This is an optimization exercise on Yosys and OpenROAD, whose aim is small area, a short achievable clock period and few clock cycles per item, not a production implementation. In this exercise RTL edits were held to simulation tests only and were not proved equivalent to the original. Power and IR drop assume default switching activity.

## flow/design.v (module list and top-level ports; edited modules follow where they fit)
// module c2_dot5: 1226 lines
// module lenet5_conv2: 331 lines
module lenet5_conv2 (
    input          clk               ,
    input          areset            ,
    input          i_run             ,
    output         o_idle            ,
    output         o_run             ,
    output         o_en_err          ,
    output         o_n_ready         ,
    output         o_ot_done         ,
    output         o_ot_valid        ,
    output [0 : 0] o_ot_ox_b_idx     ,
    output [2 : 0] o_ot_ox_t_idx     ,
    output [3 : 0] o_ot_oy_idx       ,
    output [1 : 0] o_ot_och_b_idx    ,
    output [31: 0] o_ot_och_t_otfmap ,
    output [8 : 0] b_o_infmap_addr   ,
    output         b_o_infmap_ce     ,
    output         b_o_infmap_we     ,
    input  [31: 0] b_i_infmap_q      ,
    output [8 : 0] b_o_weight_addr   ,
    output         b_o_weight_ce     ,
    output         b_o_weight_we     ,
    input  [39: 0] b_i_weight_q      ,
    output [3 : 0] b_o_bias_addr     ,
    output         b_o_bias_ce       ,
    output         b_o_bias_we       ,
    input  [15: 0] b_i_bias_q
);
  // ...
==> flow/run.sh <==
#!/bin/bash
# synth_recipe.tcl (not shown) runs the flow's synth.tcl, then flattens the netlist and writes it again
# the make line also repeats each setting of config.mk as NAME=value (left out here)
make -C /OpenROAD-flow-scripts/flow DESIGN_CONFIG=/design/flow/config.mk WORK_HOME=/design/flow/orfs CLKGATE_MAP_FILE= SYNTH_SCRIPT=/design/flow/synth_recipe.tcl finish
==> flow/config.mk <==
export PLATFORM = sky130hd
export DESIGN_NAME = lenet5_conv2
export DESIGN_NICKNAME = lenet5_conv2
export VERILOG_FILES = /design/flow/design.v
export SDC_FILE = /design/flow/constraint.sdc
export NUM_CORES = 4
export LEC_CHECK = 0
export CAP_MARGIN = 20
export CORE_MARGIN = 2
export CORE_UTILIZATION = 45
export PLACE_DENSITY = 0.6
export SLEW_MARGIN = 20
==> flow/constraint.sdc <==
create_clock -name core_clock -period 10.0 [get_ports {clk}]
set_input_delay 2.0000 -clock core_clock [delete_from_list [all_inputs] [get_ports {clk}]]
set_output_delay 2.0000 -clock core_clock [all_outputs]
set_load 0.01 [all_outputs]
==> implementation parameters, run 1 <==
Parameter                              Value

Hold path
  Hold Path Origin    u[3].acc_b[13]$_DFF_P_
  Worst hold path cell count    0

Timing
  Share of the clock period used by the worst path after layout    64.8%
  Highest attainable clock frequency    approximately 150 MHz
  Worst hold slack after final layout    around 0.30 ns
  Final-report hold violation count    0

Cells and area
  Inverters excl. clock    about 2,100
  Number of antenna repair diodes    24
  Number of sequential cells    1,802
  Final #Nets    15,100
  Fill cell instance count of the final layout    26,600

Worst setup path
  Largest incremental delay on the critical path    just over 1 ns
  Slack of the worst reg-to-reg path    approximately 3.5 ns
  Kind of start point of the critical path    register
  Worst path most repeated cell    fa_1
  Highest fanout seen on the critical path    24
  Depth of the critical timing path with buffers and inverters included    11
  CP required    10.81 ns

Drt
  Number of detailed-routing iterations run before antenna repair    8
  Sum of routed wire length over all layers    approximately 540,000 um
  DR top layer    met5

Die
  Total die area    around 300,000 um^2
  DIE WIDTH    between 500 and 600 um
  Height of the chip    548 um
  Starting utilization of the core area    45.3%

Synth
  Post-synthesis compound-gate area fraction    between 10% and 20%
  Top-count cell post-synth    inv_1
  Post-Syn Instances    about 13,000
  Main combinational cell family by area after synthesis    adder cells
  Mux contribution to synthesized area    1.03%
  Main flop type after synthesis    dfxtp_1

Clock network
  Clock sink total    1,802
  Maximum buffer depth of the clock tree    4
  Skew-Pair Late Insertion Delay    0.94 ns

Outcome
  Status  timing/DRC/antenna clean

GRT
  GR Util met3    between 10 and 15%
  Met2 capacity usage during global routing    54.8%
  Layer carrying the most global-route usage    met2

Power and ir drop
  Maximum resistive drop on vdd    about 0.25 mV
  Net switching power of the design    24.5 mW
Testbench counts, summed over its fixed seeds: cycles 231,264, images 48.
==> run 2: changes to the inputs <==
==> flow/design.v (replaced) <==
module c2_dot5 (
    input  [7:0]  p0, p1, p2, p3, p4,
    input  [19:0] one, two, neg, negb,
    input  [22:0] acc_in,
    output [22:0] r0,
    output [22:0] r1,
    output [22:0] r2,
    output [22:0] r3
);
wire pp1;
wire pp2;
wire pp3;
wire pp4;
wire pp5;
wire pp6;
wire pp7;
wire pp8;
wire pp9;
wire pp10;
wire pp11;
wire pp12;
wire pp13;
wire pp14;
wire pp15;
wire pp16;
wire pp17;
wire pp18;
wire pp19;
wire pp20;
wire pp21;
wire pp22;
wire pp23;
wire pp24;
wire pp25;
wire pp26;
wire pp27;
wire pp28;
wire pp29;
wire pp30;
wire pp31;
wire pp32;
wire pp33;
wire pp34;
wire pp35;
wire pp36;
wire pp37;
wire pp38;
wire pp39;
wire pp40;
wire pp41;
wire pp42;
wire pp43;
wire pp44;
wire pp45;
wire pp46;
wire pp47;
wire pp48;
wire pp49;
wire pp50;
wire pp51;
wire pp52;
wire pp53;
wire pp54;
wire pp55;
wire pp56;
wire pp57;
wire pp58;
wire pp59;
wire pp60;
wire pp61;
wire pp62;
wire pp63;
wire pp64;
wire pp65;
wire pp66;
wire pp67;
wire pp68;
wire pp69;
wire pp70;
wire pp71;
wire pp72;
wire pp73;
wire pp74;
wire pp75;
wire pp76;
wire pp77;
wire pp78;
wire pp79;
wire pp80;
wire pp81;
wire pp82;
wire pp83;
wire pp84;
wire pp85;
wire pp86;
wire pp87;
wire pp88;
wire pp89;
wire pp90;
wire pp91;
wire pp92;
wire pp93;
wire pp94;
wire pp95;
wire pp96;
wire pp97;
wire pp98;
wire pp99;
wire pp100;
wire pp101;
wire pp102;
wire pp103;
wire pp104;
wire pp105;
wire pp106;
wire pp107;
wire pp108;
wire pp109;
wire pp110;
wire pp111;
wire pp112;
wire pp113;
wire pp114;
wire pp115;
wire pp116;
wire pp117;
wire pp118;
wire pp119;
wire pp120;
wire pp121;
wire pp122;
wire pp123;
wire pp124;
wire pp125;
wire pp126;
wire pp127;
wire pp128;
wire pp129;
wire pp130;
wire pp131;
wire pp132;
wire pp133;
wire pp134;
wire pp135;
wire pp136;
wire pp137;
wire pp138;
wire pp139;
wire pp140;
wire pp141;
wire pp142;
wire pp143;
wire pp144;
wire pp145;
wire pp146;
wire pp147;
wire pp148;
wire pp149;
wire pp150;
wire pp151;
wire pp152;
wire pp153;
wire pp154;
wire pp155;
wire pp156;
wire pp157;
wire pp158;
wire pp159;
wire pp160;
wire pp161;
wire pp162;
wire pp163;
wire pp164;
wire pp165;
wire pp166;
wire pp167;
wire pp168;
wire pp169;
wire pp170;
wire pp171;
wire pp172;
wire pp173;
wire pp174;
wire pp175;
wire pp176;
wire pp177;
wire pp178;
wire pp179;
wire pp180;
wire fs181;
wire fc182;
wire fs183;
wire fc184;
wire fs185;
wire fc186;
wire hs187;
wire hc188;
wire fs189;
wire fc190;
wire fs191;
wire fc192;
wire fs193;
wire fc194;
wire fs195;
wire fc196;
wire fs197;
wire fc198;
wire fs199;
wire fc200;
wire fs201;
wire fc202;
wire fs203;
wire fc204;
wire fs205;
wire fc206;
wire fs207;
wire fc208;
wire hs209;
wire hc210;
wire fs211;
wire fc212;
wire fs213;
wire fc214;
wire fs215;
wire fc216;
wire fs217;
wire fc218;
wire fs219;
wire fc220;
wire fs221;
wire fc222;
wire fs223;
wire fc224;
wire hs225;
wire hc226;
wire fs227;
wire fc228;
wire fs229;
wire fc230;
wire fs231;
wire fc232;
wire fs233;
wire fc234;
wire fs235;
wire fc236;
wire fs237;
wire fc238;
wire fs239;
wire fc240;
wire fs241;
wire fc242;
wire fs243;
wire fc244;
wire fs245;
wire fc246;
wire fs247;
wire fc248;
wire fs249;
wire fc250;
wire hs251;
wire hc252;
wire fs253;
wire fc254;
wire fs255;
wire fc256;
wire fs257;
wire fc258;
wire fs259;
wire fc260;
wire fs261;
wire fc262;
wire fs263;
wire fc264;
wire fs265;
wire fc266;
wire fs267;
wire fc268;
wire fs269;
wire fc270;
wire fs271;
wire fc272;
wire fs273;
wire fc274;
wire fs275;
wire fc276;
wire hs277;
wire hc278;
wire fs279;
wire fc280;
wire fs281;
wire fc282;
wire fs283;
wire fc284;
wire fs285;
wire fc286;
wire fs287;
wire fc288;
wire fs289;
wire fc290;
wire fs291;
wire fc292;
wire fs293;
wire fc294;
wire fs295;
wire fc296;
wire fs297;
wire fc298;
wire fs299;
wire fc300;
wire fs301;
wire fc302;
wire fs303;
wire fc304;
wire fs305;
wire fc306;
wire fs307;
wire fc308;
wire fs309;
wire fc310;
wire fs311;
wire fc312;
wire hs313;
wire hc314;
wire fs315;
wire fc316;
wire fs317;
wire fc318;
wire fs319;
wire fc320;
wire fs321;
wire fc322;
wire fs323;
wire fc324;
wire fs325;
wire fc326;
wire fs327;
wire fc328;
wire fs329;
wire fc330;
wire fs331;
wire fc332;
wire fs333;
wire fc334;
wire fs335;
wire fc336;
wire fs337;
wire fc338;
wire fs339;
wire fc340;
wire fs341;
wire fc342;
wire fs343;
wire fc344;
wire fs345;
wire fc346;
wire fs347;
wire fc348;
wire hs349;
wire hc350;
wire fs351;
wire fc352;
wire fs353;
wire fc354;
wire fs355;
wire fc356;
wire fs357;
wire fc358;
wire fs359;
wire fc360;
wire fs361;
wire fc362;
wire fs363;
wire fc364;
wire fs365;
wire fc366;
wire fs367;
wire fc368;
wire fs369;
wire fc370;
wire fs371;
wire fc372;
wire fs373;
wire fc374;
wire fs375;
wire fc376;
wire fs377;
wire fc378;
wire fs379;
wire fc380;
wire fs381;
wire fc382;
wire fs383;
wire fc384;
wire hs385;
wire hc386;
wire fs387;
wire fc388;
wire fs389;
wire fc390;
wire fs391;
wire fc392;
wire fs393;
wire fc394;
wire fs395;
wire fc396;
wire fs397;
wire fc398;
wire fs399;
wire fc400;
wire fs401;
wire fc402;
wire fs403;
wire fc404;
wire fs405;
wire fc406;
wire fs407;
wire fc408;
wire fs409;
wire fc410;
wire fs411;
wire fc412;
wire fs413;
wire fc414;
wire fs415;
wire fc416;
wire fs417;
wire fc418;
wire fs419;
wire fc420;
wire fs421;
wire fc422;
wire fs423;
wire fc424;
wire fs425;
wire fc426;
wire fs427;
wire fc428;
wire fs429;
wire fc430;
wire fs431;
wire fc432;
wire fs433;
wire fc434;
wire fs435;
wire fc436;
wire fs437;
wire fc438;
wire fs439;
wire fc440;
wire fs441;
wire fc442;
wire hs443;
wire hc444;
wire fs445;
wire fc446;
wire fs447;
wire fc448;
wire fs449;
wire fc450;
wire fs451;
wire fc452;
wire fs453;
wire fc454;
wire fs455;
wire fc456;
wire fs457;
wire fc458;
wire fs459;
wire fc460;
wire fs461;
wire fc462;
wire fs463;
wire fc464;
wire hs465;
wire hc466;
wire fs467;
wire fc468;
wire fs469;
wire fc470;
wire fs471;
wire fc472;
wire fs473;
wire fc474;
wire fs475;
wire fc476;
wire fs477;
wire fc478;
wire fs479;
wire fc480;
wire fs481;
wire fc482;
wire fs483;
wire fc484;
wire fs485;
wire fc486;
wire fs487;
wire fc488;
wire fs489;
wire fc490;
wire fs491;
wire fc492;
wire fs493;
wire fc494;
wire hs495;
wire hc496;
wire fs497;
wire fc498;
wire fs499;
wire fc500;
wire fs501;
wire fc502;
wire fs503;
wire fc504;
wire hs505;
wire hc506;
assign pp1 = (one[0] & p0[0]) ^ neg[0];
assign pp2 = ((one[0] & p0[1]) | (two[0] & p0[0])) ^ neg[0];
assign pp3 = ((one[0] & p0[2]) | (two[0] & p0[1])) ^ neg[0];
assign pp4 = ((one[0] & p0[3]) | (two[0] & p0[2])) ^ neg[0];
assign pp5 = ((one[0] & p0[4]) | (two[0] & p0[3])) ^ neg[0];
assign pp6 = ((one[0] & p0[5]) | (two[0] & p0[4])) ^ neg[0];
assign pp7 = ((one[0] & p0[6]) | (two[0] & p0[5])) ^ neg[0];
assign pp8 = ((one[0] & p0[7]) | (two[0] & p0[6])) ^ neg[0];
assign pp9 = ((one[0] & p0[7]) | (two[0] & p0[7])) ^ negb[0];
assign pp10 = (one[1] & p0[0]) ^ neg[1];
assign pp11 = ((one[1] & p0[1]) | (two[1] & p0[0])) ^ neg[1];
assign pp12 = ((one[1] & p0[2]) | (two[1] & p0[1])) ^ neg[1];
assign pp13 = ((one[1] & p0[3]) | (two[1] & p0[2])) ^ neg[1];
assign pp14 = ((one[1] & p0[4]) | (two[1] & p0[3])) ^ neg[1];
assign pp15 = ((one[1] & p0[5]) | (two[1] & p0[4])) ^ neg[1];
assign pp16 = ((one[1] & p0[6]) | (two[1] & p0[5])) ^ neg[1];
assign pp17 = ((one[1] & p0[7]) | (two[1] & p0[6])) ^ neg[1];
assign pp18 = ((one[1] & p0[7]) | (two[1] & p0[7])) ^ negb[1];
assign pp19 = (one[2] & p0[0]) ^ neg[2];
assign pp20 = ((one[2] & p0[1]) | (two[2] & p0[0])) ^ neg[2];
assign pp21 = ((one[2] & p0[2]) | (two[2] & p0[1])) ^ neg[2];
assign pp22 = ((one[2] & p0[3]) | (two[2] & p0[2])) ^ neg[2];
assign pp23 = ((one[2] & p0[4]) | (two[2] & p0[3])) ^ neg[2];
assign pp24 = ((one[2] & p0[5]) | (two[2] & p0[4])) ^ neg[2];
assign pp25 = ((one[2] & p0[6]) | (two[2] & p0[5])) ^ neg[2];
assign pp26 = ((one[2] & p0[7]) | (two[2] & p0[6])) ^ neg[2];
assign pp27 = ((one[2] & p0[7]) | (two[2] & p0[7])) ^ negb[2];
assign pp28 = (one[3] & p0[0]) ^ neg[3];
assign pp29 = ((one[3] & p0[1]) | (two[3] & p0[0])) ^ neg[3];
assign pp30 = ((one[3] & p0[2]) | (two[3] & p0[1])) ^ neg[3];
assign pp31 = ((one[3] & p0[3]) | (two[3] & p0[2])) ^ neg[3];
assign pp32 = ((one[3] & p0[4]) | (two[3] & p0[3])) ^ neg[3];
assign pp33 = ((one[3] & p0[5]) | (two[3] & p0[4])) ^ neg[3];
assign pp34 = ((one[3] & p0[6]) | (two[3] & p0[5])) ^ neg[3];
assign pp35 = ((one[3] & p0[7]) | (two[3] & p0[6])) ^ neg[3];
assign pp36 = ((one[3] & p0[7]) | (two[3] & p0[7])) ^ negb[3];
assign pp37 = (one[4] & p1[0]) ^ neg[4];
assign pp38 = ((one[4] & p1[1]) | (two[4] & p1[0])) ^ neg[4];
assign pp39 = ((one[4] & p1[2]) | (two[4] & p1[1])) ^ neg[4];
assign pp40 = ((one[4] & p1[3]) | (two[4] & p1[2])) ^ neg[4];
assign pp41 = ((one[4] & p1[4]) | (two[4] & p1[3])) ^ neg[4];
assign pp42 = ((one[4] & p1[5]) | (two[4] & p1[4])) ^ neg[4];
assign pp43 = ((one[4] & p1[6]) | (two[4] & p1[5])) ^ neg[4];
assign pp44 = ((one[4] & p1[7]) | (two[4] & p1[6])) ^ neg[4];
assign pp45 = ((one[4] & p1[7]) | (two[4] & p1[7])) ^ negb[4];
assign pp46 = (one[5] & p1[0]) ^ neg[5];
assign pp47 = ((one[5] & p1[1]) | (two[5] & p1[0])) ^ neg[5];
assign pp48 = ((one[5] & p1[2]) | (two[5] & p1[1])) ^ neg[5];
assign pp49 = ((one[5] & p1[3]) | (two[5] & p1[2])) ^ neg[5];
assign pp50 = ((one[5] & p1[4]) | (two[5] & p1[3])) ^ neg[5];
assign pp51 = ((one[5] & p1[5]) | (two[5] & p1[4])) ^ neg[5];
assign pp52 = ((one[5] & p1[6]) | (two[5] & p1[5])) ^ neg[5];
assign pp53 = ((one[5] & p1[7]) | (two[5] & p1[6])) ^ neg[5];
assign pp54 = ((one[5] & p1[7]) | (two[5] & p1[7])) ^ negb[5];
assign pp55 = (one[6] & p1[0]) ^ neg[6];
assign pp56 = ((one[6] & p1[1]) | (two[6] & p1[0])) ^ neg[6];
assign pp57 = ((one[6] & p1[2]) | (two[6] & p1[1])) ^ neg[6];
assign pp58 = ((one[6] & p1[3]) | (two[6] & p1[2])) ^ neg[6];
assign pp59 = ((one[6] & p1[4]) | (two[6] & p1[3])) ^ neg[6];
assign pp60 = ((one[6] & p1[5]) | (two[6] & p1[4])) ^ neg[6];
assign pp61 = ((one[6] & p1[6]) | (two[6] & p1[5])) ^ neg[6];
assign pp62 = ((one[6] & p1[7]) | (two[6] & p1[6])) ^ neg[6];
assign pp63 = ((one[6] & p1[7]) | (two[6] & p1[7])) ^ negb[6];
assign pp64 = (one[7] & p1[0]) ^ neg[7];
assign pp65 = ((one[7] & p1[1]) | (two[7] & p1[0])) ^ neg[7];
assign pp66 = ((one[7] & p1[2]) | (two[7] & p1[1])) ^ neg[7];
assign pp67 = ((one[7] & p1[3]) | (two[7] & p1[2])) ^ neg[7];
assign pp68 = ((one[7] & p1[4]) | (two[7] & p1[3])) ^ neg[7];
assign pp69 = ((one[7] & p1[5]) | (two[7] & p1[4])) ^ neg[7];
assign pp70 = ((one[7] & p1[6]) | (two[7] & p1[5])) ^ neg[7];
assign pp71 = ((one[7] & p1[7]) | (two[7] & p1[6])) ^ neg[7];
assign pp72 = ((one[7] & p1[7]) | (two[7] & p1[7])) ^ negb[7];
assign pp73 = (one[8] & p2[0]) ^ neg[8];
assign pp74 = ((one[8] & p2[1]) | (two[8] & p2[0])) ^ neg[8];
assign pp75 = ((one[8] & p2[2]) | (two[8] & p2[1])) ^ neg[8];
assign pp76 = ((one[8] & p2[3]) | (two[8] & p2[2])) ^ neg[8];
assign pp77 = ((one[8] & p2[4]) | (two[8] & p2[3])) ^ neg[8];
assign pp78 = ((one[8] & p2[5]) | (two[8] & p2[4])) ^ neg[8];
assign pp79 = ((one[8] & p2[6]) | (two[8] & p2[5])) ^ neg[8];
assign pp80 = ((one[8] & p2[7]) | (two[8] & p2[6])) ^ neg[8];
assign pp81 = ((one[8] & p2[7]) | (two[8] & p2[7])) ^ negb[8];
assign pp82 = (one[9] & p2[0]) ^ neg[9];
assign pp83 = ((one[9] & p2[1]) | (two[9] & p2[0])) ^ neg[9];
assign pp84 = ((one[9] & p2[2]) | (two[9] & p2[1])) ^ neg[9];
assign pp85 = ((one[9] & p2[3]) | (two[9] & p2[2])) ^ neg[9];
assign pp86 = ((one[9] & p2[4]) | (two[9] & p2[3])) ^ neg[9];
assign pp87 = ((one[9] & p2[5]) | (two[9] & p2[4])) ^ neg[9];
assign pp88 = ((one[9] & p2[6]) | (two[9] & p2[5])) ^ neg[9];
assign pp89 = ((one[9] & p2[7]) | (two[9] & p2[6])) ^ neg[9];
assign pp90 = ((one[9] & p2[7]) | (two[9] & p2[7])) ^ negb[9];
assign pp91 = (one[10] & p2[0]) ^ neg[10];
assign pp92 = ((one[10] & p2[1]) | (two[10] & p2[0])) ^ neg[10];
assign pp93 = ((one[10] & p2[2]) | (two[10] & p2[1])) ^ neg[10];
assign pp94 = ((one[10] & p2[3]) | (two[10] & p2[2])) ^ neg[10];
assign pp95 = ((one[10] & p2[4]) | (two[10] & p2[3])) ^ neg[10];
assign pp96 = ((one[10] & p2[5]) | (two[10] & p2[4])) ^ neg[10];
assign pp97 = ((one[10] & p2[6]) | (two[10] & p2[5])) ^ neg[10];
assign pp98 = ((one[10] & p2[7]) | (two[10] & p2[6])) ^ neg[10];
assign pp99 = ((one[10] & p2[7]) | (two[10] & p2[7])) ^ negb[10];
assign pp100 = (one[11] & p2[0]) ^ neg[11];
assign pp101 = ((one[11] & p2[1]) | (two[11] & p2[0])) ^ neg[11];
assign pp102 = ((one[11] & p2[2]) | (two[11] & p2[1])) ^ neg[11];
assign pp103 = ((one[11] & p2[3]) | (two[11] & p2[2])) ^ neg[11];
assign pp104 = ((one[11] & p2[4]) | (two[11] & p2[3])) ^ neg[11];
assign pp105 = ((one[11] & p2[5]) | (two[11] & p2[4])) ^ neg[11];
assign pp106 = ((one[11] & p2[6]) | (two[11] & p2[5])) ^ neg[11];
assign pp107 = ((one[11] & p2[7]) | (two[11] & p2[6])) ^ neg[11];
assign pp108 = ((one[11] & p2[7]) | (two[11] & p2[7])) ^ negb[11];
assign pp109 = (one[12] & p3[0]) ^ neg[12];
assign pp110 = ((one[12] & p3[1]) | (two[12] & p3[0])) ^ neg[12];
assign pp111 = ((one[12] & p3[2]) | (two[12] & p3[1])) ^ neg[12];
assign pp112 = ((one[12] & p3[3]) | (two[12] & p3[2])) ^ neg[12];
assign pp113 = ((one[12] & p3[4]) | (two[12] & p3[3])) ^ neg[12];
assign pp114 = ((one[12] & p3[5]) | (two[12] & p3[4])) ^ neg[12];
assign pp115 = ((one[12] & p3[6]) | (two[12] & p3[5])) ^ neg[12];
assign pp116 = ((one[12] & p3[7]) | (two[12] & p3[6])) ^ neg[12];
assign pp117 = ((one[12] & p3[7]) | (two[12] & p3[7])) ^ negb[12];
assign pp118 = (one[13] & p3[0]) ^ neg[13];
assign pp119 = ((one[13] & p3[1]) | (two[13] & p3[0])) ^ neg[13];
assign pp120 = ((one[13] & p3[2]) | (two[13] & p3[1])) ^ neg[13];
assign pp121 = ((one[13] & p3[3]) | (two[13] & p3[2])) ^ neg[13];
assign pp122 = ((one[13] & p3[4]) | (two[13] & p3[3])) ^ neg[13];
assign pp123 = ((one[13] & p3[5]) | (two[13] & p3[4])) ^ neg[13];
assign pp124 = ((one[13] & p3[6]) | (two[13] & p3[5])) ^ neg[13];
assign pp125 = ((one[13] & p3[7]) | (two[13] & p3[6])) ^ neg[13];
assign pp126 = ((one[13] & p3[7]) | (two[13] & p3[7])) ^ negb[13];
assign pp127 = (one[14] & p3[0]) ^ neg[14];
assign pp128 = ((one[14] & p3[1]) | (two[14] & p3[0])) ^ neg[14];
assign pp129 = ((one[14] & p3[2]) | (two[14] & p3[1])) ^ neg[14];
assign pp130 = ((one[14] & p3[3]) | (two[14] & p3[2])) ^ neg[14];
assign pp131 = ((one[14] & p3[4]) | (two[14] & p3[3])) ^ neg[14];
assign pp132 = ((one[14] & p3[5]) | (two[14] & p3[4])) ^ neg[14];
assign pp133 = ((one[14] & p3[6]) | (two[14] & p3[5])) ^ neg[14];
assign pp134 = ((one[14] & p3[7]) | (two[14] & p3[6])) ^ neg[14];
assign pp135 = ((one[14] & p3[7]) | (two[14] & p3[7])) ^ negb[14];
assign pp136 = (one[15] & p3[0]) ^ neg[15];
assign pp137 = ((one[15] & p3[1]) | (two[15] & p3[0])) ^ neg[15];
assign pp138 = ((one[15] & p3[2]) | (two[15] & p3[1])) ^ neg[15];
assign pp139 = ((one[15] & p3[3]) | (two[15] & p3[2])) ^ neg[15];
assign pp140 = ((one[15] & p3[4]) | (two[15] & p3[3])) ^ neg[15];
assign pp141 = ((one[15] & p3[5]) | (two[15] & p3[4])) ^ neg[15];
assign pp142 = ((one[15] & p3[6]) | (two[15] & p3[5])) ^ neg[15];
assign pp143 = ((one[15] & p3[7]) | (two[15] & p3[6])) ^ neg[15];
assign pp144 = ((one[15] & p3[7]) | (two[15] & p3[7])) ^ negb[15];
assign pp145 = (one[16] & p4[0]) ^ neg[16];
assign pp146 = ((one[16] & p4[1]) | (two[16] & p4[0])) ^ neg[16];
assign pp147 = ((one[16] & p4[2]) | (two[16] & p4[1])) ^ neg[16];
assign pp148 = ((one[16] & p4[3]) | (two[16] & p4[2])) ^ neg[16];
assign pp149 = ((one[16] & p4[4]) | (two[16] & p4[3])) ^ neg[16];
assign pp150 = ((one[16] & p4[5]) | (two[16] & p4[4])) ^ neg[16];
assign pp151 = ((one[16] & p4[6]) | (two[16] & p4[5])) ^ neg[16];
assign pp152 = ((one[16] & p4[7]) | (two[16] & p4[6])) ^ neg[16];
assign pp153 = ((one[16] & p4[7]) | (two[16] & p4[7])) ^ negb[16];
assign pp154 = (one[17] & p4[0]) ^ neg[17];
assign pp155 = ((one[17] & p4[1]) | (two[17] & p4[0])) ^ neg[17];
assign pp156 = ((one[17] & p4[2]) | (two[17] & p4[1])) ^ neg[17];
assign pp157 = ((one[17] & p4[3]) | (two[17] & p4[2])) ^ neg[17];
assign pp158 = ((one[17] & p4[4]) | (two[17] & p4[3])) ^ neg[17];
assign pp159 = ((one[17] & p4[5]) | (two[17] & p4[4])) ^ neg[17];
assign pp160 = ((one[17] & p4[6]) | (two[17] & p4[5])) ^ neg[17];
assign pp161 = ((one[17] & p4[7]) | (two[17] & p4[6])) ^ neg[17];
assign pp162 = ((one[17] & p4[7]) | (two[17] & p4[7])) ^ negb[17];
assign pp163 = (one[18] & p4[0]) ^ neg[18];
assign pp164 = ((one[18] & p4[1]) | (two[18] & p4[0])) ^ neg[18];
assign pp165 = ((one[18] & p4[2]) | (two[18] & p4[1])) ^ neg[18];
assign pp166 = ((one[18] & p4[3]) | (two[18] & p4[2])) ^ neg[18];
assign pp167 = ((one[18] & p4[4]) | (two[18] & p4[3])) ^ neg[18];
assign pp168 = ((one[18] & p4[5]) | (two[18] & p4[4])) ^ neg[18];
assign pp169 = ((one[18] & p4[6]) | (two[18] & p4[5])) ^ neg[18];
assign pp170 = ((one[18] & p4[7]) | (two[18] & p4[6])) ^ neg[18];
assign pp171 = ((one[18] & p4[7]) | (two[18] & p4[7])) ^ negb[18];
assign pp172 = (one[19] & p4[0]) ^ neg[19];
assign pp173 = ((one[19] & p4[1]) | (two[19] & p4[0])) ^ neg[19];
assign pp174 = ((one[19] & p4[2]) | (two[19] & p4[1])) ^ neg[19];
assign pp175 = ((one[19] & p4[3]) | (two[19] & p4[2])) ^ neg[19];
assign pp176 = ((one[19] & p4[4]) | (two[19] & p4[3])) ^ neg[19];
assign pp177 = ((one[19] & p4[5]) | (two[19] & p4[4])) ^ neg[19];
assign pp178 = ((one[19] & p4[6]) | (two[19] & p4[5])) ^ neg[19];
assign pp179 = ((one[19] & p4[7]) | (two[19] & p4[6])) ^ neg[19];
assign pp180 = ((one[19] & p4[7]) | (two[19] & p4[7])) ^ negb[19];
assign {fc182, fs181} = {1'b0, neg[0]} + {1'b0, neg[4]} + {1'b0, neg[8]};
assign {fc184, fs183} = {1'b0, neg[12]} + {1'b0, neg[16]} + {1'b0, acc_in[0]};
assign {fc186, fs185} = {1'b0, pp1} + {1'b0, pp37} + {1'b0, pp73};
assign {hc188, hs187} = {1'b0, pp109} + {1'b0, pp145};
assign {fc190, fs189} = {1'b0, acc_in[1]} + {1'b0, pp2} + {1'b0, pp38};
assign {fc192, fs191} = {1'b0, pp74} + {1'b0, pp110} + {1'b0, pp146};
assign {fc194, fs193} = {1'b0, fc182} + {1'b0, fc184} + {1'b0, hc188};
assign {fc196, fs195} = {1'b0, neg[1]} + {1'b0, neg[5]} + {1'b0, neg[9]};
assign {fc198, fs197} = {1'b0, neg[13]} + {1'b0, neg[17]} + {1'b0, acc_in[2]};
assign {fc200, fs199} = {1'b0, pp3} + {1'b0, pp10} + {1'b0, pp39};
assign {fc202, fs201} = {1'b0, pp46} + {1'b0, pp75} + {1'b0, pp82};
assign {fc204, fs203} = {1'b0, pp111} + {1'b0, pp118} + {1'b0, pp147};
assign {fc206, fs205} = {1'b0, pp154} + {1'b0, fs195} + {1'b0, fs197};
assign {fc208, fs207} = {1'b0, fc190} + {1'b0, fc192} + {1'b0, fs199};
assign {hc210, hs209} = {1'b0, fs201} + {1'b0, fs203};
assign {fc212, fs211} = {1'b0, acc_in[3]} + {1'b0, pp4} + {1'b0, pp11};
assign {fc214, fs213} = {1'b0, pp40} + {1'b0, pp47} + {1'b0, pp76};
assign {fc216, fs215} = {1'b0, pp83} + {1'b0, pp112} + {1'b0, pp119};
assign {fc218, fs217} = {1'b0, pp148} + {1'b0, pp155} + {1'b0, fc196};
assign {fc220, fs219} = {1'b0, fc198} + {1'b0, fc200} + {1'b0, fc202};
assign {fc222, fs221} = {1'b0, fc204} + {1'b0, fs211} + {1'b0, fs213};
assign {fc224, fs223} = {1'b0, fs215} + {1'b0, fc206} + {1'b0, hc210};
assign {hc226, hs225} = {1'b0, fs217} + {1'b0, fc208};
assign {fc228, fs227} = {1'b0, neg[2]} + {1'b0, neg[6]} + {1'b0, neg[10]};
assign {fc230, fs229} = {1'b0, neg[14]} + {1'b0, neg[18]} + {1'b0, acc_in[4]};
assign {fc232, fs231} = {1'b0, pp5} + {1'b0, pp12} + {1'b0, pp19};
assign {fc234, fs233} = {1'b0, pp41} + {1'b0, pp48} + {1'b0, pp55};
assign {fc236, fs235} = {1'b0, pp77} + {1'b0, pp84} + {1'b0, pp91};
assign {fc238, fs237} = {1'b0, pp113} + {1'b0, pp120} + {1'b0, pp127};
assign {fc240, fs239} = {1'b0, pp149} + {1'b0, pp156} + {1'b0, pp163};
assign {fc242, fs241} = {1'b0, fs227} + {1'b0, fs229} + {1'b0, fc212};
assign {fc244, fs243} = {1'b0, fc214} + {1'b0, fc216} + {1'b0, fs231};
assign {fc246, fs245} = {1'b0, fs233} + {1'b0, fs235} + {1'b0, fs237};
assign {fc248, fs247} = {1'b0, fs239} + {1'b0, fc218} + {1'b0, fc220};
assign {fc250, fs249} = {1'b0, fc222} + {1'b0, fs241} + {1'b0, fs243};
assign {hc252, hs251} = {1'b0, fs245} + {1'b0, fc224};
assign {fc254, fs253} = {1'b0, acc_in[5]} + {1'b0, pp6} + {1'b0, pp13};
assign {fc256, fs255} = {1'b0, pp20} + {1'b0, pp42} + {1'b0, pp49};
assign {fc258, fs257} = {1'b0, pp56} + {1'b0, pp78} + {1'b0, pp85};
assign {fc260, fs259} = {1'b0, pp92} + {1'b0, pp114} + {1'b0, pp121};
assign {fc262, fs261} = {1'b0, pp128} + {1'b0, pp150} + {1'b0, pp157};
assign {fc264, fs263} = {1'b0, pp164} + {1'b0, fc228} + {1'b0, fc230};
assign {fc266, fs265} = {1'b0, fc232} + {1'b0, fc234} + {1'b0, fc236};
assign {fc268, fs267} = {1'b0, fc238} + {1'b0, fc240} + {1'b0, fs253};
assign {fc270, fs269} = {1'b0, fs255} + {1'b0, fs257} + {1'b0, fs259};
assign {fc272, fs271} = {1'b0, fs261} + {1'b0, fs263} + {1'b0, fc242};
assign {fc274, fs273} = {1'b0, fc244} + {1'b0, fc246} + {1'b0, fs265};
assign {fc276, fs275} = {1'b0, fs267} + {1'b0, fs269} + {1'b0, fc248};
assign {hc278, hs277} = {1'b0, hc252} + {1'b0, fs271};
assign {fc280, fs279} = {1'b0, neg[3]} + {1'b0, neg[7]} + {1'b0, neg[11]};
assign {fc282, fs281} = {1'b0, neg[15]} + {1'b0, neg[19]} + {1'b0, acc_in[6]};
assign {fc284, fs283} = {1'b0, pp7} + {1'b0, pp14} + {1'b0, pp21};
assign {fc286, fs285} = {1'b0, pp28} + {1'b0, pp43} + {1'b0, pp50};
assign {fc288, fs287} = {1'b0, pp57} + {1'b0, pp64} + {1'b0, pp79};
assign {fc290, fs289} = {1'b0, pp86} + {1'b0, pp93} + {1'b0, pp100};
assign {fc292, fs291} = {1'b0, pp115} + {1'b0, pp122} + {1'b0, pp129};
assign {fc294, fs293} = {1'b0, pp136} + {1'b0, pp151} + {1'b0, pp158};
assign {fc296, fs295} = {1'b0, pp165} + {1'b0, pp172} + {1'b0, fs279};
assign {fc298, fs297} = {1'b0, fs281} + {1'b0, fc254} + {1'b0, fc256};
assign {fc300, fs299} = {1'b0, fc258} + {1'b0, fc260} + {1'b0, fc262};
assign {fc302, fs301} = {1'b0, fs283} + {1'b0, fs285} + {1'b0, fs287};
assign {fc304, fs303} = {1'b0, fs289} + {1'b0, fs291} + {1'b0, fs293};
assign {fc306, fs305} = {1'b0, fc264} + {1'b0, fs295} + {1'b0, fc266};
assign {fc308, fs307} = {1'b0, fc268} + {1'b0, fc270} + {1'b0, fs297};
assign {fc310, fs309} = {1'b0, fs299} + {1'b0, fs301} + {1'b0, fs303};
assign {fc312, fs311} = {1'b0, fc272} + {1'b0, fc274} + {1'b0, fs305};
assign {hc314, hs313} = {1'b0, fs307} + {1'b0, fs309};
assign {fc316, fs315} = {1'b0, acc_in[7]} + {1'b0, pp8} + {1'b0, pp15};
assign {fc318, fs317} = {1'b0, pp22} + {1'b0, pp29} + {1'b0, pp44};
assign {fc320, fs319} = {1'b0, pp51} + {1'b0, pp58} + {1'b0, pp65};
assign {fc322, fs321} = {1'b0, pp80} + {1'b0, pp87} + {1'b0, pp94};
assign {fc324, fs323} = {1'b0, pp101} + {1'b0, pp116} + {1'b0, pp123};
assign {fc326, fs325} = {1'b0, pp130} + {1'b0, pp137} + {1'b0, pp152};
assign {fc328, fs327} = {1'b0, pp159} + {1'b0, pp166} + {1'b0, pp173};
assign {fc330, fs329} = {1'b0, fc280} + {1'b0, fc282} + {1'b0, fc284};
assign {fc332, fs331} = {1'b0, fc286} + {1'b0, fc288} + {1'b0, fc290};
assign {fc334, fs333} = {1'b0, fc292} + {1'b0, fc294} + {1'b0, fs315};
assign {fc336, fs335} = {1'b0, fs317} + {1'b0, fs319} + {1'b0, fs321};
assign {fc338, fs337} = {1'b0, fs323} + {1'b0, fs325} + {1'b0, fs327};
assign {fc340, fs339} = {1'b0, fc296} + {1'b0, fc298} + {1'b0, fc300};
assign {fc342, fs341} = {1'b0, fc302} + {1'b0, fc304} + {1'b0, fs329};
assign {fc344, fs343} = {1'b0, fs331} + {1'b0, fs333} + {1'b0, fs335};
assign {fc346, fs345} = {1'b0, fs337} + {1'b0, fc306} + {1'b0, fc308};
assign {fc348, fs347} = {1'b0, fs339} + {1'b0, fc310} + {1'b0, fs341};
assign {hc350, hs349} = {1'b0, fs343} + {1'b0, hc314};
assign {fc352, fs351} = {1'b0, acc_in[8]} + {1'b0, pp9} + {1'b0, pp16};
assign {fc354, fs353} = {1'b0, pp23} + {1'b0, pp30} + {1'b0, pp45};
assign {fc356, fs355} = {1'b0, pp52} + {1'b0, pp59} + {1'b0, pp66};
assign {fc358, fs357} = {1'b0, pp81} + {1'b0, pp88} + {1'b0, pp95};
assign {fc360, fs359} = {1'b0, pp102} + {1'b0, pp117} + {1'b0, pp124};
assign {fc362, fs361} = {1'b0, pp131} + {1'b0, pp138} + {1'b0, pp153};
assign {fc364, fs363} = {1'b0, pp160} + {1'b0, pp167} + {1'b0, pp174};
assign {fc366, fs365} = {1'b0, fc316} + {1'b0, fc318} + {1'b0, fc320};
assign {fc368, fs367} = {1'b0, fc322} + {1'b0, fc324} + {1'b0, fc326};
assign {fc370, fs369} = {1'b0, fc328} + {1'b0, fs351} + {1'b0, fs353};
assign {fc372, fs371} = {1'b0, fs355} + {1'b0, fs357} + {1'b0, fs359};
assign {fc374, fs373} = {1'b0, fs361} + {1'b0, fs363} + {1'b0, fc330};
assign {fc376, fs375} = {1'b0, fc332} + {1'b0, fc334} + {1'b0, fc336};
assign {fc378, fs377} = {1'b0, fc338} + {1'b0, fs365} + {1'b0, fs367};
assign {fc380, fs379} = {1'b0, fs369} + {1'b0, fs371} + {1'b0, fc340};
assign {fc382, fs381} = {1'b0, fc342} + {1'b0, fs373} + {1'b0, fc344};
assign {fc384, fs383} = {1'b0, fs375} + {1'b0, fs377} + {1'b0, fc346};
assign {hc386, hs385} = {1'b0, fs379} + {1'b0, fc348};
assign {fc388, fs387} = {1'b0, acc_in[9]} + {1'b0, pp17} + {1'b0, pp24};
assign {fc390, fs389} = {1'b0, pp31} + {1'b0, pp53} + {1'b0, pp60};
assign {fc392, fs391} = {1'b0, pp67} + {1'b0, pp89} + {1'b0, pp96};
assign {fc394, fs393} = {1'b0, pp103} + {1'b0, pp125} + {1'b0, pp132};
assign {fc396, fs395} = {1'b0, pp139} + {1'b0, pp161} + {1'b0, pp168};
assign {fc398, fs397} = {1'b0, pp175} + {1'b0, fc352} + {1'b0, fc354};
assign {fc400, fs399} = {1'b0, fc356} + {1'b0, fc358} + {1'b0, fc360};
assign {fc402, fs401} = {1'b0, fc362} + {1'b0, fc364} + {1'b0, fs387};
assign {fc404, fs403} = {1'b0, fs389} + {1'b0, fs391} + {1'b0, fs393};
assign {fc406, fs405} = {1'b0, fs395} + {1'b0, fc366} + {1'b0, fc368};
assign {fc408, fs407} = {1'b0, fc370} + {1'b0, fc372} + {1'b0, fs397};
assign {fc410, fs409} = {1'b0, fs399} + {1'b0, fs401} + {1'b0, fs403};
assign {fc412, fs411} = {1'b0, fc374} + {1'b0, fc376} + {1'b0, fc378};
assign {fc414, fs413} = {1'b0, fs405} + {1'b0, fs407} + {1'b0, fs409};
assign {fc416, fs415} = {1'b0, fc380} + {1'b0, fc382} + {1'b0, fs411};
assign {fc418, fs417} = {1'b0, acc_in[10]} + {1'b0, pp18} + {1'b0, pp25};
assign {fc420, fs419} = {1'b0, pp32} + {1'b0, pp54} + {1'b0, pp61};
assign {fc422, fs421} = {1'b0, pp68} + {1'b0, pp90} + {1'b0, pp97};
assign {fc424, fs423} = {1'b0, pp104} + {1'b0, pp126} + {1'b0, pp133};
assign {fc426, fs425} = {1'b0, pp140} + {1'b0, pp162} + {1'b0, pp169};
assign {fc428, fs427} = {1'b0, pp176} + {1'b0, fc388} + {1'b0, fc390};
assign {fc430, fs429} = {1'b0, fc392} + {1'b0, fc394} + {1'b0, fc396};
assign {fc432, fs431} = {1'b0, fs417} + {1'b0, fs419} + {1'b0, fs421};
assign {fc434, fs433} = {1'b0, fs423} + {1'b0, fs425} + {1'b0, fc398};
assign {fc436, fs435} = {1'b0, fc400} + {1'b0, fc402} + {1'b0, fc404};
assign {fc438, fs437} = {1'b0, fs427} + {1'b0, fs429} + {1'b0, fs431};
assign {fc440, fs439} = {1'b0, fc406} + {1'b0, fc408} + {1'b0, fs433};
assign {fc442, fs441} = {1'b0, fc410} + {1'b0, fs435} + {1'b0, fs437};
assign {hc444, hs443} = {1'b0, fc412} + {1'b0, fs439};
assign {fc446, fs445} = {1'b0, acc_in[11]} + {1'b0, pp26} + {1'b0, pp33};
assign {fc448, fs447} = {1'b0, pp62} + {1'b0, pp69} + {1'b0, pp98};
assign {fc450, fs449} = {1'b0, pp105} + {1'b0, pp134} + {1'b0, pp141};
assign {fc452, fs451} = {1'b0, pp170} + {1'b0, pp177} + {1'b0, fc418};
assign {fc454, fs453} = {1'b0, fc420} + {1'b0, fc422} + {1'b0, fc424};
assign {fc456, fs455} = {1'b0, fc426} + {1'b0, fs445} + {1'b0, fs447};
assign {fc458, fs457} = {1'b0, fs449} + {1'b0, fc428} + {1'b0, fc430};
assign {fc460, fs459} = {1'b0, fc432} + {1'b0, fs451} + {1'b0, fs453};
assign {fc462, fs461} = {1'b0, fs455} + {1'b0, fc434} + {1'b0, fc436};
assign {fc464, fs463} = {1'b0, fs457} + {1'b0, fc438} + {1'b0, fs459};
assign {hc466, hs465} = {1'b0, fc440} + {1'b0, fs461};
assign {fc468, fs467} = {1'b0, acc_in[12]} + {1'b0, pp27} + {1'b0, pp34};
assign {fc470, fs469} = {1'b0, pp63} + {1'b0, pp70} + {1'b0, pp99};
assign {fc472, fs471} = {1'b0, pp106} + {1'b0, pp135} + {1'b0, pp142};
assign {fc474, fs473} = {1'b0, pp171} + {1'b0, pp178} + {1'b0, fc446};
assign {fc476, fs475} = {1'b0, fc448} + {1'b0, fc450} + {1'b0, fs467};
assign {fc478, fs477} = {1'b0, fs469} + {1'b0, fs471} + {1'b0, fc452};
assign {fc480, fs479} = {1'b0, fc454} + {1'b0, fc456} + {1'b0, fs473};
assign {fc482, fs481} = {1'b0, fs475} + {1'b0, fc458} + {1'b0, fc460};
assign {fc484, fs483} = {1'b0, fs477} + {1'b0, fs479} + {1'b0, fc462};
assign {fc486, fs485} = {1'b0, acc_in[13]} + {1'b0, pp35} + {1'b0, pp71};
assign {fc488, fs487} = {1'b0, pp107} + {1'b0, pp143} + {1'b0, pp179};
assign {fc490, fs489} = {1'b0, fc468} + {1'b0, fc470} + {1'b0, fc472};
assign {fc492, fs491} = {1'b0, fs485} + {1'b0, fs487} + {1'b0, fc474};
assign {fc494, fs493} = {1'b0, fc476} + {1'b0, fs489} + {1'b0, fc478};
assign {hc496, hs495} = {1'b0, fc480} + {1'b0, fs491};
assign {fc498, fs497} = {1'b0, acc_in[14]} + {1'b0, pp36} + {1'b0, pp72};
assign {fc500, fs499} = {1'b0, pp108} + {1'b0, pp144} + {1'b0, pp180};
assign {fc502, fs501} = {1'b0, fc486} + {1'b0, fc488} + {1'b0, fs497};
assign {fc504, fs503} = {1'b0, fs499} + {1'b0, fc490} + {1'b0, fs501};
assign {hc506, hs505} = {1'b0, acc_in[15]} + {1'b0, fc498};
assign r0 = {acc_in[22], acc_in[21], acc_in[20], acc_in[19], acc_in[18], acc_in[17], acc_in[16], fc500, fc492, fc482, fc464, fc442, fc414, fs413, hc350, fc312, hc278, fc250, hc226, fs219, fc194, fc186, fs181};
assign r1 = {1'b0, 1'b0, 1'b0, 1'b0, 1'b0, 1'b0, hc506, fc502, hc496, fs493, fs481, fs463, fs441, hc386, fs381, fs345, fc276, fs273, fs247, fs221, fs205, fs189, fs183};
assign r2 = {1'b0, 1'b0, 1'b0, 1'b0, 1'b0, 1'b0, 1'b0, fc504, fc494, fc484, hc466, hc444, fc416, fc384, fs383, fs347, fs311, fs275, fs249, fs223, fs207, fs191, fs185};
assign r3 = {1'b0, 1'b0, 1'b0, 1'b0, 1'b0, 1'b0, 1'b0, hs505, fs503, hs495, fs483, hs465, hs443, fs415, hs385, hs349, hs313, hs277, hs251, hs225, hs209, fs193, hs187};
endmodule
module c2_addn (
    input  [22:0] r0,
    input  [22:0] r1,
    input  [22:0] r2,
    input  [22:0] r3,
    output [22:0] s
);
wire afs1;
wire afc2;
wire afs3;
wire afc4;
wire ahs5;
wire ahc6;
wire afs7;
wire afc8;
wire afs9;
wire afc10;
wire afs11;
wire afc12;
wire afs13;
wire afc14;
wire afs15;
wire afc16;
wire afs17;
wire afc18;
wire afs19;
wire afc20;
wire afs21;
wire afc22;
wire afs23;
wire afc24;
wire afs25;
wire afc26;
wire afs27;
wire afc28;
wire afs29;
wire afc30;
wire afs31;
wire afc32;
wire afs33;
wire afc34;
wire afs35;
wire afc36;
wire afs37;
wire afc38;
wire afs39;
wire afc40;
wire afs41;
wire afc42;
wire afs43;
wire afc44;
wire afs45;
wire afc46;
wire afs47;
wire afc48;
wire afs49;
wire afc50;
wire afs51;
wire afc52;
wire afs53;
wire afc54;
wire afs55;
wire afc56;
wire afs57;
wire afc58;
wire afs59;
wire afc60;
wire afs61;
wire afc62;
wire afs63;
wire afc64;
assign {afc2, afs1} = {1'b0, r0[0]} + {1'b0, r1[0]} + {1'b0, r2[0]};
assign {afc4, afs3} = {1'b0, r0[1]} + {1'b0, r1[1]} + {1'b0, r2[1]};
assign {ahc6, ahs5} = {1'b0, r3[1]} + {1'b0, afc2};
assign {afc8, afs7} = {1'b0, r0[2]} + {1'b0, r1[2]} + {1'b0, r2[2]};
assign {afc10, afs9} = {1'b0, r3[2]} + {1'b0, afc4} + {1'b0, afs7};
assign {afc12, afs11} = {1'b0, r0[3]} + {1'b0, r1[3]} + {1'b0, r2[3]};
assign {afc14, afs13} = {1'b0, r3[3]} + {1'b0, afc8} + {1'b0, afs11};
assign {afc16, afs15} = {1'b0, r0[4]} + {1'b0, r1[4]} + {1'b0, r2[4]};
assign {afc18, afs17} = {1'b0, r3[4]} + {1'b0, afc12} + {1'b0, afs15};
assign {afc20, afs19} = {1'b0, r0[5]} + {1'b0, r1[5]} + {1'b0, r2[5]};
assign {afc22, afs21} = {1'b0, r3[5]} + {1'b0, afc16} + {1'b0, afs19};
assign {afc24, afs23} = {1'b0, r0[6]} + {1'b0, r1[6]} + {1'b0, r2[6]};
assign {afc26, afs25} = {1'b0, r3[6]} + {1'b0, afc20} + {1'b0, afs23};
assign {afc28, afs27} = {1'b0, r0[7]} + {1'b0, r1[7]} + {1'b0, r2[7]};
assign {afc30, afs29} = {1'b0, r3[7]} + {1'b0, afc24} + {1'b0, afs27};
assign {afc32, afs31} = {1'b0, r0[8]} + {1'b0, r1[8]} + {1'b0, r2[8]};
assign {afc34, afs33} = {1'b0, r3[8]} + {1'b0, afc28} + {1'b0, afs31};
assign {afc36, afs35} = {1'b0, r0[9]} + {1'b0, r1[9]} + {1'b0, r2[9]};
assign {afc38, afs37} = {1'b0, r3[9]} + {1'b0, afc32} + {1'b0, afs35};
assign {afc40, afs39} = {1'b0, r0[10]} + {1'b0, r1[10]} + {1'b0, r2[10]};
assign {afc42, afs41} = {1'b0, r3[10]} + {1'b0, afc36} + {1'b0, afs39};
assign {afc44, afs43} = {1'b0, r0[11]} + {1'b0, r1[11]} + {1'b0, r2[11]};
assign {afc46, afs45} = {1'b0, r3[11]} + {1'b0, afc40} + {1'b0, afs43};
assign {afc48, afs47} = {1'b0, r0[12]} + {1'b0, r1[12]} + {1'b0, r2[12]};
assign {afc50, afs49} = {1'b0, r3[12]} + {1'b0, afc44} + {1'b0, afs47};
assign {afc52, afs51} = {1'b0, r0[13]} + {1'b0, r1[13]} + {1'b0, r2[13]};
assign {afc54, afs53} = {1'b0, r3[13]} + {1'b0, afc48} + {1'b0, afs51};
assign {afc56, afs55} = {1'b0, r0[14]} + {1'b0, r1[14]} + {1'b0, r2[14]};
assign {afc58, afs57} = {1'b0, r3[14]} + {1'b0, afc52} + {1'b0, afs55};
assign {afc60, afs59} = {1'b0, r0[15]} + {1'b0, r1[15]} + {1'b0, r2[15]};
assign {afc62, afs61} = {1'b0, r3[15]} + {1'b0, afc56} + {1'b0, afs59};
assign {afc64, afs63} = {1'b0, r0[16]} + {1'b0, r1[16]} + {1'b0, afc60};
assign s = {r0[22], r0[21], r0[20], r0[19], r0[18], r0[17], afc62, afc58, afc54, afc50, afc46, afc42, afc38, afc34, afc30, afc26, afc22, afc18, afc14, afc10, ahc6, afs3, r3[0]} + {1'b0, 1'b0, 1'b0, 1'b0, 1'b0, afc64, afs63, afs61, afs57, afs53, afs49, afs45, afs41, afs37, afs33, afs29, afs25, afs21, afs17, afs13, afs9, ahs5, afs1};
endmodule
 `timescale 1ns/10ps
module lenet5_conv2 (
    input          clk               ,
    input          areset            ,
    input          i_run             ,
    output         o_idle            ,
    output         o_run             ,
    output         o_en_err          ,
    output         o_n_ready         ,
    output         o_ot_done         ,
    output         o_ot_valid        ,
    output [0 : 0] o_ot_ox_b_idx     ,
    output [2 : 0] o_ot_ox_t_idx     ,
    output [3 : 0] o_ot_oy_idx       ,
    output [1 : 0] o_ot_och_b_idx    ,
    output [31: 0] o_ot_och_t_otfmap ,
    output [8 : 0] b_o_infmap_addr   ,
    output         b_o_infmap_ce     ,
    output         b_o_infmap_we     ,
    input  [31: 0] b_i_infmap_q      ,
    output [8 : 0] b_o_weight_addr   ,
    output         b_o_weight_ce     ,
    output         b_o_weight_we     ,
    input  [39: 0] b_i_weight_q      ,
    output [3 : 0] b_o_bias_addr     ,
    output         b_o_bias_ce       ,
    output         b_o_bias_we       ,
    input  [15: 0] b_i_bias_q
);
reg r_run;
reg r_en_err;
reg r_done;
reg r_n_ready;
always @(posedge clk) begin
    if (areset)
        r_run <= 1'b0;
    else if (i_run)
        r_run <= 1'b1;
    else if (r_done)
        r_run <= 1'b0;
end
always @(posedge clk) begin
    if (areset)
        r_en_err <= 1'b0;
    else if (r_run && i_run && !r_done)
        r_en_err <= 1'b1;
end
reg       pf_act;
reg [1:0] pf_j;
reg [2:0] pf_ky;
reg [2:0] pf_c;
reg [1:0] pf_b;
reg [3:0] pf_y;
reg [1:0] st_d;      
reg       wf_act;
reg [1:0] wf_j;
reg [2:0] wf_ky;
reg [2:0] wf_c;
reg [1:0] wf_b;
reg [3:0] wf_y;
wire pf_end = (pf_j == 2'd3) && (pf_ky == 3'd4) && (pf_c == 3'd5) &&
              (pf_b == 2'd3) && (pf_y == 4'd9);
wire wf_end = (wf_j == 2'd3) && (wf_ky == 3'd4) && (wf_c == 3'd5) &&
              (wf_b == 2'd3) && (wf_y == 4'd9);
always @(posedge clk) begin
    if (areset)
        pf_act <= 1'b0;
    else if (i_run)
        pf_act <= 1'b1;
    else if (pf_end)
        pf_act <= 1'b0;
end
always @(posedge clk) begin
    if (i_run || !pf_act) begin
        pf_j <= 2'd0; pf_ky <= 3'd0; pf_c <= 3'd0; pf_b <= 2'd0; pf_y <= 4'd0;
    end else begin
        pf_j <= pf_j + 2'd1;
        if (pf_j == 2'd3) begin
            pf_ky <= (pf_ky == 3'd4) ? 3'd0 : pf_ky + 3'd1;
            if (pf_ky == 3'd4) begin
                pf_c <= (pf_c == 3'd5) ? 3'd0 : pf_c + 3'd1;
                if (pf_c == 3'd5) begin
                    pf_b <= pf_b + 2'd1;
                    if (pf_b == 2'd3)
                        pf_y <= pf_y + 4'd1;
                end
            end
        end
    end
end
always @(posedge clk) begin
    if (areset)
        st_d <= 2'd0;
    else
        st_d <= {st_d[0], i_run};
end
always @(posedge clk) begin
    if (areset)
        wf_act <= 1'b0;
    else if (st_d[1])
        wf_act <= 1'b1;
    else if (wf_end)
        wf_act <= 1'b0;
end
always @(posedge clk) begin
    if (st_d[1] || !wf_act) begin
        wf_j <= 2'd0; wf_ky <= 3'd0; wf_c <= 3'd0; wf_b <= 2'd0; wf_y <= 4'd0;
    end else begin
        wf_j <= wf_j + 2'd1;
        if (wf_j == 2'd3) begin
            wf_ky <= (wf_ky == 3'd4) ? 3'd0 : wf_ky + 3'd1;
            if (wf_ky == 3'd4) begin
                wf_c <= (wf_c == 3'd5) ? 3'd0 : wf_c + 3'd1;
                if (wf_c == 3'd5) begin
                    wf_b <= wf_b + 2'd1;
                    if (wf_b == 2'd3)
                        wf_y <= wf_y + 4'd1;
                end
            end
        end
    end
end
wire [3:0] pf_r    = pf_y + {1'b0, pf_ky};
wire [6:0] pf_r7   = {pf_r, 3'b000} - {3'b000, pf_r};
wire [8:0] pf_addr = pf_c * 9'd49 + {3'b0, pf_r7[6:1]} + {7'b0, pf_j};
reg [8:0] r_i_addr;
reg       r_i_ce;
always @(posedge clk) begin
    r_i_addr <= pf_addr;
    if (areset)
        r_i_ce <= 1'b0;
    else
        r_i_ce <= pf_act;
end
wire [3:0] wf_o    = {wf_b, wf_j};
wire [8:0] wf_addr = wf_o * 9'd30 + wf_c * 9'd5 + {6'b0, wf_ky};
reg [8:0] r_w_addr1, r_w_addr;
reg       r_w_ce1, r_w_ce;
reg [3:0] r_b_addr;
reg       r_b_ce;
always @(posedge clk) begin
    r_w_addr1 <= wf_addr;
    r_w_addr  <= r_w_addr1;
    r_b_addr  <= wf_o;
    if (areset) begin
        r_w_ce1 <= 1'b0;
        r_w_ce  <= 1'b0;
        r_b_ce  <= 1'b0;
    end else begin
        r_w_ce1 <= wf_act;
        r_w_ce  <= r_w_ce1;
        r_b_ce  <= wf_act && (wf_c == 3'd0) && (wf_ky == 3'd0);
    end
end
assign b_o_infmap_addr = r_i_addr;
assign b_o_infmap_ce   = r_i_ce;
assign b_o_infmap_we   = 1'b0;
assign b_o_weight_addr = r_w_addr;
assign b_o_weight_ce   = r_w_ce;
assign b_o_weight_we   = 1'b0;
assign b_o_bias_addr   = r_b_addr;
assign b_o_bias_ce     = r_b_ce;
assign b_o_bias_we     = 1'b0;
reg [31:0] stg0, stg1, stg2;
always @(posedge clk) begin
    stg0 <= b_i_infmap_q;
    stg1 <= stg0;
    stg2 <= stg1;
end
reg [1:0] rl_d;      
reg [1:0] ro_d;      
always @(posedge clk) begin
    if (areset)
        rl_d <= 2'd0;
    else
        rl_d <= {rl_d[0], pf_act && (pf_j == 2'd3)};
    ro_d <= {ro_d[0], pf_r[0]};
end
reg  [111:0] row_r;
wire [127:0] row_w = {b_i_infmap_q, stg0, stg1, stg2};
always @(posedge clk) begin
    if (rl_d[1])
        row_r <= ro_d[1] ? row_w[127:16] : row_w[111:0];
end
reg [19:0] bo_one, bo_two, bo_neg, bo_negb;
reg [15:0] bias_r;
integer t, k;
reg b2, b1, b0;
always @(posedge clk) begin
    for (t = 0; t < 5; t = t + 1) begin
        for (k = 0; k < 4; k = k + 1) begin
            b2 = b_i_weight_q[8*t + 2*k + 1];
            b1 = b_i_weight_q[8*t + 2*k];
            b0 = (k == 0) ? 1'b0 : b_i_weight_q[8*t + 2*k - 1];
            bo_one[t*4+k] <= b1 ^ b0;
            bo_two[t*4+k] <= (b2 & ~b1 & ~b0) | (~b2 & b1 & b0);
            bo_neg[t*4+k] <= b2;
            bo_negb[t*4+k] <= ~b2;
        end
    end
    bias_r <= b_i_bias_q;
end
reg [2:0] cf_d;      
reg [3:0] cl_d;      
reg [1:0] cj_d0, cj_d1, cj_d2, cj_d3;
always @(posedge clk) begin
    cf_d  <= {cf_d[1:0], (wf_c == 3'd0) && (wf_ky == 3'd0)};
    cj_d0 <= wf_j;
    cj_d1 <= cj_d0;
    cj_d2 <= cj_d1;
    cj_d3 <= cj_d2;
    if (areset)
        cl_d <= 4'd0;
    else
        cl_d <= {cl_d[2:0], wf_act && (wf_c == 3'd5) && (wf_ky == 3'd4)};
end
wire       c_first_m1 = cf_d[2];
wire       c_last     = cl_d[3];
wire [1:0] c_j        = cj_d3;
reg       cap_last_d1, cap_last_d2;
reg [1:0] cap_j_d1, cap_j_d2;
always @(posedge clk) begin
    if (areset) begin
        cap_last_d1 <= 1'b0;
        cap_last_d2 <= 1'b0;
    end else begin
        cap_last_d1 <= c_last;
        cap_last_d2 <= cap_last_d1;
    end
    cap_j_d1 <= c_j;
    cap_j_d2 <= cap_j_d1;
end
localparam [22:0] INIT_K = 23'd5124864;
wire [22:0] init_v = {{7{bias_r[15]}}, bias_r} + INIT_K;
wire [7:0]  q_x [0:9];
genvar gx;
generate
for (gx = 0; gx < 10; gx = gx + 1) begin : u
    reg  [22:0] cs0, cs1, cs2, cs3, acc_a, acc_b, acc_c;
    wire [22:0] t0, t1, t2, t3, t_sum;
    c2_dot5 u_t (
        .p0 (row_r[8*gx      +: 8]),
        .p1 (row_r[8*gx +  8 +: 8]),
        .p2 (row_r[8*gx + 16 +: 8]),
        .p3 (row_r[8*gx + 24 +: 8]),
        .p4 (row_r[8*gx + 32 +: 8]),
        .one (bo_one), .two (bo_two), .neg (bo_neg), .negb (bo_negb),
        .acc_in (acc_c),
        .r0 (t0), .r1 (t1), .r2 (t2), .r3 (t3)
    );
    c2_addn u_a (
        .r0 (cs0), .r1 (cs1), .r2 (cs2), .r3 (cs3),
        .s  (t_sum)
    );
    always @(posedge clk) begin
        cs0   <= t0;
        cs1   <= t1;
        cs2   <= t2;
        cs3   <= t3;
        acc_a <= t_sum;
        acc_b <= acc_a;
        acc_c <= c_first_m1 ? init_v : acc_b;
    end
    assign q_x[gx] = acc_a[22] ? 8'd0 :
                     (|acc_a[21:16]) ? 8'd127 : {1'b0, acc_a[15:9]};
end
endgenerate
reg [7:0] ln0 [0:9];
reg [7:0] ln1 [0:9];
reg [7:0] ln2 [0:9];
reg [7:0] ln3 [0:9];
reg [7:0] d0a, d0b, d0c, d1a, d1b, d2a;
wire cap0 = cap_last_d2 && (cap_j_d2 == 2'd0);
wire cap1 = cap_last_d2 && (cap_j_d2 == 2'd1);
wire cap2 = cap_last_d2 && (cap_j_d2 == 2'd2);
wire cap3 = cap_last_d2 && (cap_j_d2 == 2'd3);
integer x;
always @(posedge clk) begin
    for (x = 0; x < 10; x = x + 1) begin
        ln0[x] <= (cap0 || x == 9) ? q_x[x] : ln0[(x + 1) % 10];
        ln1[x] <= (cap1 || x == 9) ? q_x[x] : ln1[(x + 1) % 10];
        ln2[x] <= (cap2 || x == 9) ? q_x[x] : ln2[(x + 1) % 10];
        ln3[x] <= (cap3 || x == 9) ? q_x[x] : ln3[(x + 1) % 10];
    end
    d0a <= ln0[0]; d0b <= d0a; d0c <= d0b;
    d1a <= ln1[0]; d1b <= d1a;
    d2a <= ln2[0];
end
reg       r_valid;
reg [3:0] e_cnt;
reg       e_oxb;
reg [2:0] e_oxt;
reg [1:0] e_b;
reg [3:0] e_y;
wire e_lasttile = (e_b == 2'd3) && (e_y == 4'd9);
always @(posedge clk) begin
    if (areset) begin
        r_valid   <= 1'b0;
        e_cnt     <= 4'd0;
        e_oxb     <= 1'b0;
        e_oxt     <= 3'd0;
        e_b       <= 2'd0;
        e_y       <= 4'd0;
        r_done    <= 1'b0;
        r_n_ready <= 1'b0;
    end else begin
        r_done    <= r_valid && (e_cnt == 4'd8) && e_lasttile;
        r_n_ready <= r_valid && (e_cnt == 4'd7) && e_lasttile;
        if (cap3) begin
            r_valid <= 1'b1;
            e_cnt   <= 4'd0;
            e_oxb   <= 1'b0;
            e_oxt   <= 3'd0;
        end else if (r_valid) begin
            e_cnt <= e_cnt + 4'd1;
            e_oxt <= (e_oxt == 3'd4) ? 3'd0 : e_oxt + 3'd1;
            if (e_oxt == 3'd4)
                e_oxb <= ~e_oxb;
            if (e_cnt == 4'd9)
                r_valid <= 1'b0;
        end
        if (i_run) begin
            e_b <= 2'd0;
            e_y <= 4'd0;
        end else if (r_valid && (e_cnt == 4'd9)) begin
            e_b <= e_b + 2'd1;
            if (e_b == 2'd3)
                e_y <= e_y + 4'd1;
        end
    end
end
assign o_idle            = ~r_run;
assign o_run             = r_run;
assign o_en_err          = r_en_err;
assign o_n_ready         = r_n_ready;
assign o_ot_done         = r_done;
assign o_ot_valid        = r_valid;
assign o_ot_ox_b_idx     = e_oxb;
assign o_ot_ox_t_idx     = e_oxt;
assign o_ot_oy_idx       = e_y;
assign o_ot_och_b_idx    = e_b;
assign o_ot_och_t_otfmap = {ln3[0], d2a, d1b, d0c};
endmodule
`timescale 1ns/10ps
==> run 2 against run 1 <==
Still clean on timing, DRC and antenna. Fmax is 27% higher. Non-clock buffer count is 1 lower. Clock skew is 0.049 ns higher. Synthesized area is 1.6% higher. Sequential cell count is 313 higher. Global-route usage is 0.48 points higher. Worst setup slack better by 1.4 ns. Sequential power is 7% higher. Via count is 1.6% lower. Register-to-register slack better by 1.4 ns. Sequential share of layout area is 3.7 points higher. Count of clock-buffer cells in the layout is 53 higher. Highest routed layer unchanged.
==> implementation parameters, run 2 <==
Parameter                              Value

Outcome
  Status  timing/DRC/antenna clean (unchanged)

Die
  Total die area    306,000 um^2 (was 301,000 um^2)
  Height of the chip    553 um (was 548 um)
  Standard cell core area    300,000 um^2 (was 295,000 um^2)
  Io pins    167 (unchanged)
  DIE WIDTH    553 um (was 548 um)
  Starting utilization of the core area    45.2% (was 45.3%)

Synth
  Sequential area share after synthesis    32.1% (was 27.9%)
  Post-Syn Instances    12,700 (was 13,200)
  Top cell types by occurrence after synthesis    dfxtp_1 (2,003), fa_1 (1,806), inv_1 (1,518) (was inv_1 (2,066), fa_1 (1,796), dfxtp_1 (1,690))
  Top-count cell post-synth    dfxtp_1 (was inv_1)
  Main combinational cell family by area after synthesis    adder cells (unchanged)
  Adder-Cell Fraction of Synth Area    30.1% (was 31.5%)
  Post-synthesis compound-gate area fraction    12.4% (was 13.3%)
  Parity-gate share of the synthesized area counting xor and xnor cells    13.2% (was 13.4%)
  Count of yosys warnings during synthesis    5 (unchanged)
  Mux contribution to synthesized area    0.975% (was 1.03%)
  Main flop type after synthesis    dfxtp_1 (unchanged)

Clock network
  Clock sink total    2,115 (was 1,802)
  Skew-Pair Late Insertion Delay    0.98 ns (was 0.94 ns)
  Buffers inserted by post-CTS timing repair    0 (unchanged)
  Clock tree from TritonCTS    yes (unchanged)
  Maximum buffer depth of the clock tree    4 (unchanged)

Timing
  Final critical-path required period    5.12 ns (was 6.48 ns)
  Final-report hold violation count    0 (unchanged)
  Share of the clock period used by the worst path after layout    51.2% (was 64.8%)
  Highest attainable clock frequency    195 MHz (was 154 MHz)

Placed design
  Number of I/O port buffers    159 (unchanged)

Worst setup path
  Highest fanout seen on the critical path    33 (was 24)
  List of cells traversed by the critical path    buf_4, buf_4, a22oi_1, xor2_1, fa_1, fa_1, inv_1, fa_1, fa_1, fa_1 (was fa_1, clkinv_1, fa_1, fa_1, fa_1, fa_1, fa_1, fa_1, inv_1, ha_1, ha_1)
  Largest incremental delay on the critical path    0.69 ns (was 1.02 ns)
  Worst endpoint data arrival time    5.90 ns (was 7.30 ns)
  Worst path most repeated cell    fa_1 (unchanged)
  Kind of start point of the critical path    register (unchanged)
  CP required    10.78 ns (was 10.81 ns)

GRT
  All-layer global routing usage    35.7% (was 35.3%)
  Initial antenna violation count    22 (was 18)
  Vias in the first global route    107,000 (was 109,000)

Cells and area
  Most frequent cells in the layout    dfxtp_1 (1,943), fa_1 (1,806), inv_1 (1,516), a22oi_1 (1,401), xor2_1 (1,112) (was inv_1 (2,064), fa_1 (1,794), dfxtp_1 (1,629), a22oi_1 (1,400), xnor2_1 (1,036))
  Final #Nets    14,700 (was 15,100)
  Most common cell after layout, fill and taps aside    dfxtp_1 (was inv_1)

Hold path
  Min-Delay Path Class    reg2reg (unchanged)
  Worst hold path cell count    0 (unchanged)

Drt
  Sum of routed wire length over all layers    555,000 um (was 536,000 um)
  Number of detailed-routing iterations run before antenna repair    8 (unchanged)
  Post-DRT Antenna Nets    0 (unchanged)
  Vias per Instance    6.08 (was 6.06)

Run
  Maxcap violations    0 (unchanged)

Power and ir drop
  Maximum resistive drop on vdd    0.504 mV (was 0.253 mV)
run 2: changes by cell type in the layout (fill, tap and decap cells not counted), moves of 31 or more:
cell,change
xor2_1,+104
clkbuf_16,+31
a21o_1,-68
dfxtp_1,+314
o21ai_0,+129
ha_1,-108
a21oi_1,-154
xnor2_1,-107
inv_1,-548
nand3_1,+36
run 2: cell type report:
class,count,area (um^2)
Fill cell,26900,151000
Multi-Input combinational cell,8111,82600
Sequential cell,2115,43700
Clock buffer,318,6810
Inverter,1525,5750
Tap cell,3958,4950
Timing Repair Buffer,409,3650
Clock inverter,121,1390
Antenna cell,15,37.5
run 2: kinds of logic (layout without fill, tap and decap cells):
logic type | count (synthesis) | count (layout)
fa+ha+maj | 2181 | 2181
mux | 118 | 118
buf+inv | 2525 | 2373
compound gates | 2454 | 2454
other cells | 1 | 22
simple gates | 1309 | 1309
flops | 2115 | 2115
xor+xnor | 2042 | 2042
run 2: final timing paths:
| check | from | to | slack, ns |
|---|---|---|---|
| setup / recovery | bo_one[10]$_DFF_P_ | u[6].cs3[9]$_DFF_P_ | 4.88 |
| setup reg to reg | bo_one[10]$_DFF_P_ | u[6].cs3[9]$_DFF_P_ | 4.88 |
| hold / removal | u[5].acc_a[1]$_DFF_P_ | u[5].acc_b[1]$_DFF_P_ | 0.30 |
| hold reg to reg | u[5].acc_a[1]$_DFF_P_ | u[5].acc_b[1]$_DFF_P_ | 0.30 |
run 2: report_power, final:
part | internal, mW | switching, mW | leakage (nW)
clock network | 5.38 | 3.84 | 3.99
logic | 15.3 | 24.4 | 40.4
registers | 11.5 | 1.61 | 17.7
total | 32.2 | 29.9 | 62.1
run 2: layer usage:
layer	track usage (%)	wire, um	vias to the layer above
li1	-	-	40300
met1	44.0	203000	50900
met2	54.9	245000	7359
met3	10.4	65300	2159
met4	22.8	42500	8
met5	0.0625	51	-
run 2: critical path: cells and delay by family, from the launching register on:
family	cells	cell delay [ns]
adder cells (fa/ha/maj)	5	2.50
AO/OA/AOI/OAI	1	0.22
XOR/XNOR	1	0.20
flip-flops	1	0.58
buffers and inverters	3	1.34
run 2: metrics by stage:
stage / util, % / hold slack [ns] / std cells
4_1_cts: 49.6 / 0.296 / 16600
3_5_place_dp: 46.9 / 0.312 / 16100
5_1_grt: 49.7 / 0.309 / 16600
3_3_place_gp: 46.9 / 0.310 / 16100
2_1_floorplan: - / 0.310 / 12800
6_report: 49.7 / 0.301 / 16600
Testbench counts of run 2, summed over its fixed seeds: cycles 231,264, images 48.
